This design comes from an exercise in tuning for a short achievable clock period and few clock cycles per item on the open sky130 flow, not from production work. The RTL was checked by simulation tests, not by an equivalence proof against the original design.

==> inputs of trial 33 <==
==> flow/design.v <==
package present_pkg;
localparam N_ROUNDS = 31;
localparam LATENCY  = 5;    
endpackage
module present_v0_sp (
  input  [63:0] x,
  output [63:0] dn
);
function automatic [3:0] sb(input [3:0] i);
  case (i)
    4'h0: sb = 4'hC; 4'h1: sb = 4'h5; 4'h2: sb = 4'h6; 4'h3: sb = 4'hB;
    4'h4: sb = 4'h9; 4'h5: sb = 4'h0; 4'h6: sb = 4'hA; 4'h7: sb = 4'hD;
    4'h8: sb = 4'h3; 4'h9: sb = 4'hE; 4'hA: sb = 4'hF; 4'hB: sb = 4'h8;
    4'hC: sb = 4'h4; 4'hD: sb = 4'h7; 4'hE: sb = 4'h1; default: sb = 4'h2;
  endcase
endfunction
wire [63:0] s;
genvar i;
generate
  for (i = 0; i < 16; i = i + 1) begin : g_sb
    assign s[4*i+3:4*i] = sb(x[4*i+3:4*i]);
  end
  for (i = 0; i < 63; i = i + 1) begin : g_p
    assign dn[(16*i) % 63] = s[i];
  end
endgenerate
assign dn[63] = s[63];
endmodule
module present_v0_kround #(parameter [4:0] RC = 5'd1) (
  input  [127:0] k,
  output [127:0] kn
);
function automatic [3:0] sb(input [3:0] i);
  case (i)
    4'h0: sb = 4'hC; 4'h1: sb = 4'h5; 4'h2: sb = 4'h6; 4'h3: sb = 4'hB;
    4'h4: sb = 4'h9; 4'h5: sb = 4'h0; 4'h6: sb = 4'hA; 4'h7: sb = 4'hD;
    4'h8: sb = 4'h3; 4'h9: sb = 4'hE; 4'hA: sb = 4'hF; 4'hB: sb = 4'h8;
    4'hC: sb = 4'h4; 4'hD: sb = 4'h7; 4'hE: sb = 4'h1; default: sb = 4'h2;
  endcase
endfunction
wire [127:0] kr = {k[66:0], k[127:67]};
assign kn = {sb(kr[127:124]), sb(kr[123:120]), kr[119:67], kr[66:62] ^ RC, kr[61:0]};
endmodule
module present_v0_dp (
  input          clk,
  input  [63:0]  plaintext,
  input  [127:0] key,
  output [63:0]  ciphertext
);
wire [127:0] kk [0:31];
wire [64*33-1:0] rk;
assign kk[0] = key;
assign rk[63:0] = 64'd0;
genvar r;
generate
  for (r = 1; r <= 31; r = r + 1) begin : g_ks
    present_v0_kround #(.RC(r)) u_k (.k(kk[r-1]), .kn(kk[r]));
  end
  for (r = 1; r <= 32; r = r + 1) begin : g_rk
    assign rk[64*r +: 64] = kk[r-1][127:64];
  end
endgenerate
reg [63:0] dr1;
reg [64*33-1:0] kr1;    
reg [63:0] dr2;
reg [64*33-1:0] kr2;    
reg [63:0] dr3;
reg [64*33-1:0] kr3;    
reg [63:0] dr4;
reg [64*33-1:0] kr4;    
reg [63:0] dr5;
reg [64*33-1:0] kr5;    
wire [63:0] w_0 = plaintext;
wire [63:0] w_1;
wire [63:0] w_2;
wire [63:0] w_3;
wire [63:0] w_4;
wire [63:0] w_5;
wire [63:0] w_6;
wire [63:0] w_7;
wire [63:0] w_8;
wire [63:0] w_9;
wire [63:0] w_10;
wire [63:0] w_11;
wire [63:0] w_12;
wire [63:0] w_13;
wire [63:0] w_14;
wire [63:0] w_15;
wire [63:0] w_16;
wire [63:0] w_17;
wire [63:0] w_18;
wire [63:0] w_19;
wire [63:0] w_20;
wire [63:0] w_21;
wire [63:0] w_22;
wire [63:0] w_23;
wire [63:0] w_24;
wire [63:0] w_25;
wire [63:0] w_26;
wire [63:0] w_27;
wire [63:0] w_28;
wire [63:0] w_29;
wire [63:0] w_30;
wire [63:0] w_31;
wire [63:0] w_32;
wire [63:0] w_33;
wire [63:0] w_34;
wire [63:0] w_35;
wire [63:0] w_36;
wire [63:0] w_37;
wire [63:0] w_38;
wire [63:0] w_39;
wire [63:0] w_40;
wire [63:0] w_41;
wire [63:0] w_42;
wire [63:0] w_43;
wire [63:0] w_44;
wire [63:0] w_45;
wire [63:0] w_46;
wire [63:0] w_47;
wire [63:0] w_48;
wire [63:0] w_49;
wire [63:0] w_50;
wire [63:0] w_51;
wire [63:0] w_52;
wire [63:0] w_53;
wire [63:0] w_54;
wire [63:0] w_55;
wire [63:0] w_56;
wire [63:0] w_57;
wire [63:0] w_58;
wire [63:0] w_59;
wire [63:0] w_60;
wire [63:0] w_61;
wire [63:0] w_62;
wire [63:0] w_63;
always @(posedge clk) begin
  dr1 <= w_7;
  kr1 <= rk;
  dr2 <= w_19;
  kr2 <= kr1;
  dr3 <= w_31;
  kr3 <= kr2;
  dr4 <= w_43;
  kr4 <= kr3;
  dr5 <= w_55;
  kr5 <= kr4;
end
assign w_1 = w_0 ^ rk[64 +: 64];
present_v0_sp u_sp1 (.x(w_1), .dn(w_2));
assign w_3 = w_2 ^ rk[128 +: 64];
present_v0_sp u_sp2 (.x(w_3), .dn(w_4));
assign w_5 = w_4 ^ rk[192 +: 64];
present_v0_sp u_sp3 (.x(w_5), .dn(w_6));
assign w_7 = w_6 ^ rk[256 +: 64];
present_v0_sp u_sp4 (.x(dr1), .dn(w_8));
assign w_9 = w_8 ^ kr1[320 +: 64];
present_v0_sp u_sp5 (.x(w_9), .dn(w_10));
assign w_11 = w_10 ^ kr1[384 +: 64];
present_v0_sp u_sp6 (.x(w_11), .dn(w_12));
assign w_13 = w_12 ^ kr1[448 +: 64];
present_v0_sp u_sp7 (.x(w_13), .dn(w_14));
assign w_15 = w_14 ^ kr1[512 +: 64];
present_v0_sp u_sp8 (.x(w_15), .dn(w_16));
assign w_17 = w_16 ^ kr1[576 +: 64];
present_v0_sp u_sp9 (.x(w_17), .dn(w_18));
assign w_19 = w_18 ^ kr1[640 +: 64];
present_v0_sp u_sp10 (.x(dr2), .dn(w_20));
assign w_21 = w_20 ^ kr2[704 +: 64];
present_v0_sp u_sp11 (.x(w_21), .dn(w_22));
assign w_23 = w_22 ^ kr2[768 +: 64];
present_v0_sp u_sp12 (.x(w_23), .dn(w_24));
assign w_25 = w_24 ^ kr2[832 +: 64];
present_v0_sp u_sp13 (.x(w_25), .dn(w_26));
assign w_27 = w_26 ^ kr2[896 +: 64];
present_v0_sp u_sp14 (.x(w_27), .dn(w_28));
assign w_29 = w_28 ^ kr2[960 +: 64];
present_v0_sp u_sp15 (.x(w_29), .dn(w_30));
assign w_31 = w_30 ^ kr2[1024 +: 64];
present_v0_sp u_sp16 (.x(dr3), .dn(w_32));
assign w_33 = w_32 ^ kr3[1088 +: 64];
present_v0_sp u_sp17 (.x(w_33), .dn(w_34));
assign w_35 = w_34 ^ kr3[1152 +: 64];
present_v0_sp u_sp18 (.x(w_35), .dn(w_36));
assign w_37 = w_36 ^ kr3[1216 +: 64];
present_v0_sp u_sp19 (.x(w_37), .dn(w_38));
assign w_39 = w_38 ^ kr3[1280 +: 64];
present_v0_sp u_sp20 (.x(w_39), .dn(w_40));
assign w_41 = w_40 ^ kr3[1344 +: 64];
present_v0_sp u_sp21 (.x(w_41), .dn(w_42));
assign w_43 = w_42 ^ kr3[1408 +: 64];
present_v0_sp u_sp22 (.x(dr4), .dn(w_44));
assign w_45 = w_44 ^ kr4[1472 +: 64];
present_v0_sp u_sp23 (.x(w_45), .dn(w_46));
assign w_47 = w_46 ^ kr4[1536 +: 64];
present_v0_sp u_sp24 (.x(w_47), .dn(w_48));
assign w_49 = w_48 ^ kr4[1600 +: 64];
present_v0_sp u_sp25 (.x(w_49), .dn(w_50));
assign w_51 = w_50 ^ kr4[1664 +: 64];
present_v0_sp u_sp26 (.x(w_51), .dn(w_52));
assign w_53 = w_52 ^ kr4[1728 +: 64];
present_v0_sp u_sp27 (.x(w_53), .dn(w_54));
assign w_55 = w_54 ^ kr4[1792 +: 64];
present_v0_sp u_sp28 (.x(dr5), .dn(w_56));
assign w_57 = w_56 ^ kr5[1856 +: 64];
present_v0_sp u_sp29 (.x(w_57), .dn(w_58));
assign w_59 = w_58 ^ kr5[1920 +: 64];
present_v0_sp u_sp30 (.x(w_59), .dn(w_60));
assign w_61 = w_60 ^ kr5[1984 +: 64];
present_v0_sp u_sp31 (.x(w_61), .dn(w_62));
assign w_63 = w_62 ^ kr5[2048 +: 64];
assign ciphertext = w_63;
endmodule
import present_pkg::*;
module present_v0_ctrl (
  input  clk,
  input  nrst,
  input  start,
  output eoc
);
reg [LATENCY-1:0] v;
always @(posedge clk or negedge nrst)
  if (!nrst) v <= '0;
  else       v <= {v[LATENCY-2:0], start};
assign eoc = v[LATENCY-1];
endmodule
module present_v0(
                 clk,
                 nrst,
                 start,
                 eoc,
                 plaintext,
                 key,
                 ciphertext
                );
input  clk;
input  nrst;
input  start;
output eoc;
input  [63:0] plaintext;
input  [127:0] key;
output [63:0] ciphertext;
present_v0_dp dp_i (
  .clk(clk),
  .plaintext(plaintext),
  .key(key),
  .ciphertext(ciphertext)
);
present_v0_ctrl ctrl_i (
  .clk(clk),
  .nrst(nrst),
  .start(start),
  .eoc(eoc)
);
endmodule
==> flow/flow/run.sh <==
#!/bin/bash
# Own layout flow: the standard ORFS flow (standard.sh), with changes that
# only affect how the logic is mapped, sized and placed. The registers, their
# names and cell types stay those of the standard synthesis.
#  - no full/half-adder extraction (ADDER_MAP_FILE empty): the XOR-rich S-box
#    logic otherwise ends up in slow ha/fa cells that abc cannot restructure;
#  - abc maps the logic with the delay-oriented script flow/abc_fast.script;
#  - the make variables listed in flow/knobs.txt (one NAME=value per line).
# Each tool's output goes to the logs that ORFS writes under orfs/logs, and
# the whole make output to standard_flow.log in this folder.
set -euo pipefail
here=$(pwd)
flowdir=$(cd "$(dirname "${BASH_SOURCE[0]}")" && pwd)
{
  printf 'proc abc {args} {\n'
  printf '  set i [lsearch -exact $args -script]\n'
  printf '  if {$i >= 0} { lset args [expr {$i + 1}] {%s} }\n' "$flowdir/abc_fast.script"
  printf '  yosys abc {*}$args\n'
  printf '}\n'
  cat "$here/synth_recipe.tcl"
} > "$here/own_synth.tcl"
knobs=()
if [[ -f "$flowdir/knobs.txt" ]]; then
  while IFS= read -r line; do
    [[ -z "$line" || "$line" == \#* ]] && continue
    knobs+=("$line")
  done < "$flowdir/knobs.txt"
fi
bash "$here/standard.sh" SYNTH_SCRIPT="$here/own_synth.tcl" ADDER_MAP_FILE= "${knobs[@]}" finish > "$here/standard_flow.log" 2>&1
==> flow/flow/abc_fast.script <==
strash
dch -f
map -p
strash
dch -f
map -p
buffer -c
upsize -c
dnsize -c
stime -c
==> flow/flow/knobs.txt <==
MATCH_CELL_FOOTPRINT=0
BUFFER_PORTS_ARGS=-buffer_cell sky130_fd_sc_hd__buf_4
CORE_UTILIZATION=55
==> flow/standard.sh <==
#!/bin/bash
# synth_recipe.tcl (not shown) runs the flow's synth.tcl, then flattens the netlist and writes it again
# the make line also repeats each setting of config.mk as NAME=value (left out here)
make -C /OpenROAD-flow-scripts/flow DESIGN_CONFIG=/design/flow/config.mk WORK_HOME=/design/flow/orfs CLKGATE_MAP_FILE= SYNTH_SCRIPT=/design/flow/synth_recipe.tcl "${@:-finish}"
==> flow/config.mk <==
export PLATFORM = sky130hd
export DESIGN_NAME = present_v0
export DESIGN_NICKNAME = present_v0
export VERILOG_FILES = /design/flow/design.v
export SDC_FILE = /design/flow/constraint.sdc
export NUM_CORES = 4
export LEC_CHECK = 0
export CAP_MARGIN = 20
export CORE_MARGIN = 2
export CORE_UTILIZATION = 40
export SLEW_MARGIN = 20
==> flow/constraint.sdc <==
create_clock -name core_clock -period 5.5 [get_ports {clk}]
set_input_delay 1.1000 -clock core_clock [delete_from_list [all_inputs] [get_ports {clk}]]
set_output_delay 1.1000 -clock core_clock [all_outputs]
set_load 0.01 [all_outputs]
==> inputs of trial 12, as changes to trial 33 <==
--- a/flow/design.v
+++ b/flow/design.v
@@ -1,23 +1,28 @@
 package present_pkg;
 localparam N_ROUNDS = 31;
-localparam LATENCY  = 5;    
+localparam LATENCY  = 6;    
 endpackage
+module present_v0_sbox (
+  input      [3:0] i,
+  output reg [3:0] o
+);
+always @* begin
+  case (i)
+    4'h0: o = 4'hC; 4'h1: o = 4'h5; 4'h2: o = 4'h6; 4'h3: o = 4'hB;
+    4'h4: o = 4'h9; 4'h5: o = 4'h0; 4'h6: o = 4'hA; 4'h7: o = 4'hD;
+    4'h8: o = 4'h3; 4'h9: o = 4'hE; 4'hA: o = 4'hF; 4'hB: o = 4'h8;
+    4'hC: o = 4'h4; 4'hD: o = 4'h7; 4'hE: o = 4'h1; default: o = 4'h2;
+  endcase
+end
+endmodule
 module present_v0_sp (
   input  [63:0] x,
   output [63:0] dn
 );
-function automatic [3:0] sb(input [3:0] i);
-  case (i)
-    4'h0: sb = 4'hC; 4'h1: sb = 4'h5; 4'h2: sb = 4'h6; 4'h3: sb = 4'hB;
-    4'h4: sb = 4'h9; 4'h5: sb = 4'h0; 4'h6: sb = 4'hA; 4'h7: sb = 4'hD;
-    4'h8: sb = 4'h3; 4'h9: sb = 4'hE; 4'hA: sb = 4'hF; 4'hB: sb = 4'h8;
-    4'hC: sb = 4'h4; 4'hD: sb = 4'h7; 4'hE: sb = 4'h1; default: sb = 4'h2;
-  endcase
-endfunction
 wire [63:0] s;
 genvar i;
 generate
   for (i = 0; i < 16; i = i + 1) begin : g_sb
-    assign s[4*i+3:4*i] = sb(x[4*i+3:4*i]);
+    present_v0_sbox u_s (.i(x[4*i+3:4*i]), .o(s[4*i+3:4*i]));
   end
   for (i = 0; i < 63; i = i + 1) begin : g_p
@@ -31,14 +36,9 @@
   output [127:0] kn
 );
-function automatic [3:0] sb(input [3:0] i);
-  case (i)
-    4'h0: sb = 4'hC; 4'h1: sb = 4'h5; 4'h2: sb = 4'h6; 4'h3: sb = 4'hB;
-    4'h4: sb = 4'h9; 4'h5: sb = 4'h0; 4'h6: sb = 4'hA; 4'h7: sb = 4'hD;
-    4'h8: sb = 4'h3; 4'h9: sb = 4'hE; 4'hA: sb = 4'hF; 4'hB: sb = 4'h8;
-    4'hC: sb = 4'h4; 4'hD: sb = 4'h7; 4'hE: sb = 4'h1; default: sb = 4'h2;
-  endcase
-endfunction
 wire [127:0] kr = {k[66:0], k[127:67]};
-assign kn = {sb(kr[127:124]), sb(kr[123:120]), kr[119:67], kr[66:62] ^ RC, kr[61:0]};
+wire [3:0] s1, s0;
+present_v0_sbox u_s1 (.i(kr[127:124]), .o(s1));
+present_v0_sbox u_s0 (.i(kr[123:120]), .o(s0));
+assign kn = {s1, s0, kr[119:67], kr[66:62] ^ RC, kr[61:0]};
 endmodule
 module present_v0_dp (
@@ -71,4 +71,6 @@
 reg [63:0] dr5;
 reg [64*33-1:0] kr5;    
+reg [63:0] dr6;
+reg [64*33-1:0] kr6;    
 wire [63:0] w_0 = plaintext;
 wire [63:0] w_1;
@@ -136,14 +138,16 @@
 wire [63:0] w_63;
 always @(posedge clk) begin
-  dr1 <= w_7;
+  dr1 <= w_9;
   kr1 <= rk;
   dr2 <= w_19;
   kr2 <= kr1;
-  dr3 <= w_31;
+  dr3 <= w_29;
   kr3 <= kr2;
-  dr4 <= w_43;
+  dr4 <= w_39;
   kr4 <= kr3;
-  dr5 <= w_55;
+  dr5 <= w_48;
   kr5 <= kr4;
+  dr6 <= w_57;
+  kr6 <= kr5;
 end
 assign w_1 = w_0 ^ rk[64 +: 64];
@@ -154,7 +158,7 @@
 present_v0_sp u_sp3 (.x(w_5), .dn(w_6));
 assign w_7 = w_6 ^ rk[256 +: 64];
-present_v0_sp u_sp4 (.x(dr1), .dn(w_8));
-assign w_9 = w_8 ^ kr1[320 +: 64];
-present_v0_sp u_sp5 (.x(w_9), .dn(w_10));
+present_v0_sp u_sp4 (.x(w_7), .dn(w_8));
+assign w_9 = w_8 ^ rk[320 +: 64];
+present_v0_sp u_sp5 (.x(dr1), .dn(w_10));
 assign w_11 = w_10 ^ kr1[384 +: 64];
 present_v0_sp u_sp6 (.x(w_11), .dn(w_12));
@@ -176,7 +180,7 @@
 present_v0_sp u_sp14 (.x(w_27), .dn(w_28));
 assign w_29 = w_28 ^ kr2[960 +: 64];
-present_v0_sp u_sp15 (.x(w_29), .dn(w_30));
-assign w_31 = w_30 ^ kr2[1024 +: 64];
-present_v0_sp u_sp16 (.x(dr3), .dn(w_32));
+present_v0_sp u_sp15 (.x(dr3), .dn(w_30));
+assign w_31 = w_30 ^ kr3[1024 +: 64];
+present_v0_sp u_sp16 (.x(w_31), .dn(w_32));
 assign w_33 = w_32 ^ kr3[1088 +: 64];
 present_v0_sp u_sp17 (.x(w_33), .dn(w_34));
@@ -186,28 +190,28 @@
 present_v0_sp u_sp19 (.x(w_37), .dn(w_38));
 assign w_39 = w_38 ^ kr3[1280 +: 64];
-present_v0_sp u_sp20 (.x(w_39), .dn(w_40));
-assign w_41 = w_40 ^ kr3[1344 +: 64];
+present_v0_sp u_sp20 (.x(dr4), .dn(w_40));
+assign w_41 = w_40 ^ kr4[1344 +: 64];
 present_v0_sp u_sp21 (.x(w_41), .dn(w_42));
-assign w_43 = w_42 ^ kr3[1408 +: 64];
-present_v0_sp u_sp22 (.x(dr4), .dn(w_44));
+assign w_43 = w_42 ^ kr4[1408 +: 64];
+present_v0_sp u_sp22 (.x(w_43), .dn(w_44));
 assign w_45 = w_44 ^ kr4[1472 +: 64];
 present_v0_sp u_sp23 (.x(w_45), .dn(w_46));
 assign w_47 = w_46 ^ kr4[1536 +: 64];
 present_v0_sp u_sp24 (.x(w_47), .dn(w_48));
-assign w_49 = w_48 ^ kr4[1600 +: 64];
+assign w_49 = dr5 ^ kr5[1600 +: 64];
 present_v0_sp u_sp25 (.x(w_49), .dn(w_50));
-assign w_51 = w_50 ^ kr4[1664 +: 64];
+assign w_51 = w_50 ^ kr5[1664 +: 64];
 present_v0_sp u_sp26 (.x(w_51), .dn(w_52));
-assign w_53 = w_52 ^ kr4[1728 +: 64];
+assign w_53 = w_52 ^ kr5[1728 +: 64];
 present_v0_sp u_sp27 (.x(w_53), .dn(w_54));
-assign w_55 = w_54 ^ kr4[1792 +: 64];
-present_v0_sp u_sp28 (.x(dr5), .dn(w_56));
+assign w_55 = w_54 ^ kr5[1792 +: 64];
+present_v0_sp u_sp28 (.x(w_55), .dn(w_56));
 assign w_57 = w_56 ^ kr5[1856 +: 64];
-present_v0_sp u_sp29 (.x(w_57), .dn(w_58));
-assign w_59 = w_58 ^ kr5[1920 +: 64];
+present_v0_sp u_sp29 (.x(dr6), .dn(w_58));
+assign w_59 = w_58 ^ kr6[1920 +: 64];
 present_v0_sp u_sp30 (.x(w_59), .dn(w_60));
-assign w_61 = w_60 ^ kr5[1984 +: 64];
+assign w_61 = w_60 ^ kr6[1984 +: 64];
 present_v0_sp u_sp31 (.x(w_61), .dn(w_62));
-assign w_63 = w_62 ^ kr5[2048 +: 64];
+assign w_63 = w_62 ^ kr6[2048 +: 64];
 assign ciphertext = w_63;
 endmodule
==> flow/flow/knobs.txt (replaced) <==
MATCH_CELL_FOOTPRINT=0
BUFFER_PORTS_ARGS=-buffer_cell sky130_fd_sc_hd__buf_4
SETUP_SLACK_MARGIN=0.3
==> notes <==
Trial 33 did not get past global routing (5_1_grt), error GRT-0116. Trial 12 finished with timing, DRC and antenna clean.
Of trial 33 and trial 12, trial 12 has the higher area after synthesis (gap 3.0%, measured against trial 12).
In trial 12 the synthesized cell count is larger than in trial 33, by 1.8%.
==> figures <==
Fraction of synthesized area in multiplexers: trial 33 0.00475; trial 12 0.00267
Number of nets in the synthesized netlist: trial 33 23,122; trial 12 23,538
Avg Synthesized Cell Area: trial 33 7.31 µm²; trial 12 7.40 µm²
Yosys top cell area share: trial 33 0.199; trial 12 0.223
Result of the run: trial 33 stopped before the end; trial 12 complete, no violations
Failing step: trial 33 global routing (5_1_grt); trial 12 -
Cts bufs inserted: trial 33 179; trial 12 219
RePlAce Congestion: trial 33 1.32; trial 12 1.22
Post-CTS setup repair buffer count: trial 33 29; trial 12 0
Syn. warnings: trial 33 34; trial 12 3
Overall die width: trial 33 556 µm; trial 12 661 µm
Fraction of registers with async set or reset after synthesis: trial 33 0.00300; trial 12 0.00310
Die height: trial 33 556 µm; trial 12 661 µm
DP Wirelength: trial 33 901 mm; trial 12 991 mm
Testbench counts of trial 33, summed over its fixed seeds: cycles 4,000, items 800.
Testbench counts of trial 12, summed over its fixed seeds: cycles 4,800, items 800.

## what the ideal ports hide
Ports are ideal in the flow. The routed layout listed here was re-timed in OpenROAD.
Step 1 sets driving cells, clkbuf_16 on the clock port and buf_2 on the other inputs (assumed; they add their load-dependent delay and slew).
Step 2 times the ports against the registers' clock, not the clock port: input delays grow and output delays shrink by t, the midpoint of the rising clock arrivals with the driver on.
Three values: ideal, step 1, step 2; two values: the first two.
run: trial 12
t, ns: 1.147
setup WS [ns]: 0.259 / 0.147 / -0.584
clock arrival spread, ns: 0.126 / 0.125
slew at the worst register clock pin (ns): 0.08 / 0.08
With both steps, setup timing fails in trial 12, where it was met with ideal ports. The setup slack of trial 12 moves by -0.112 ns with the drivers and by -0.843 ns with both steps.
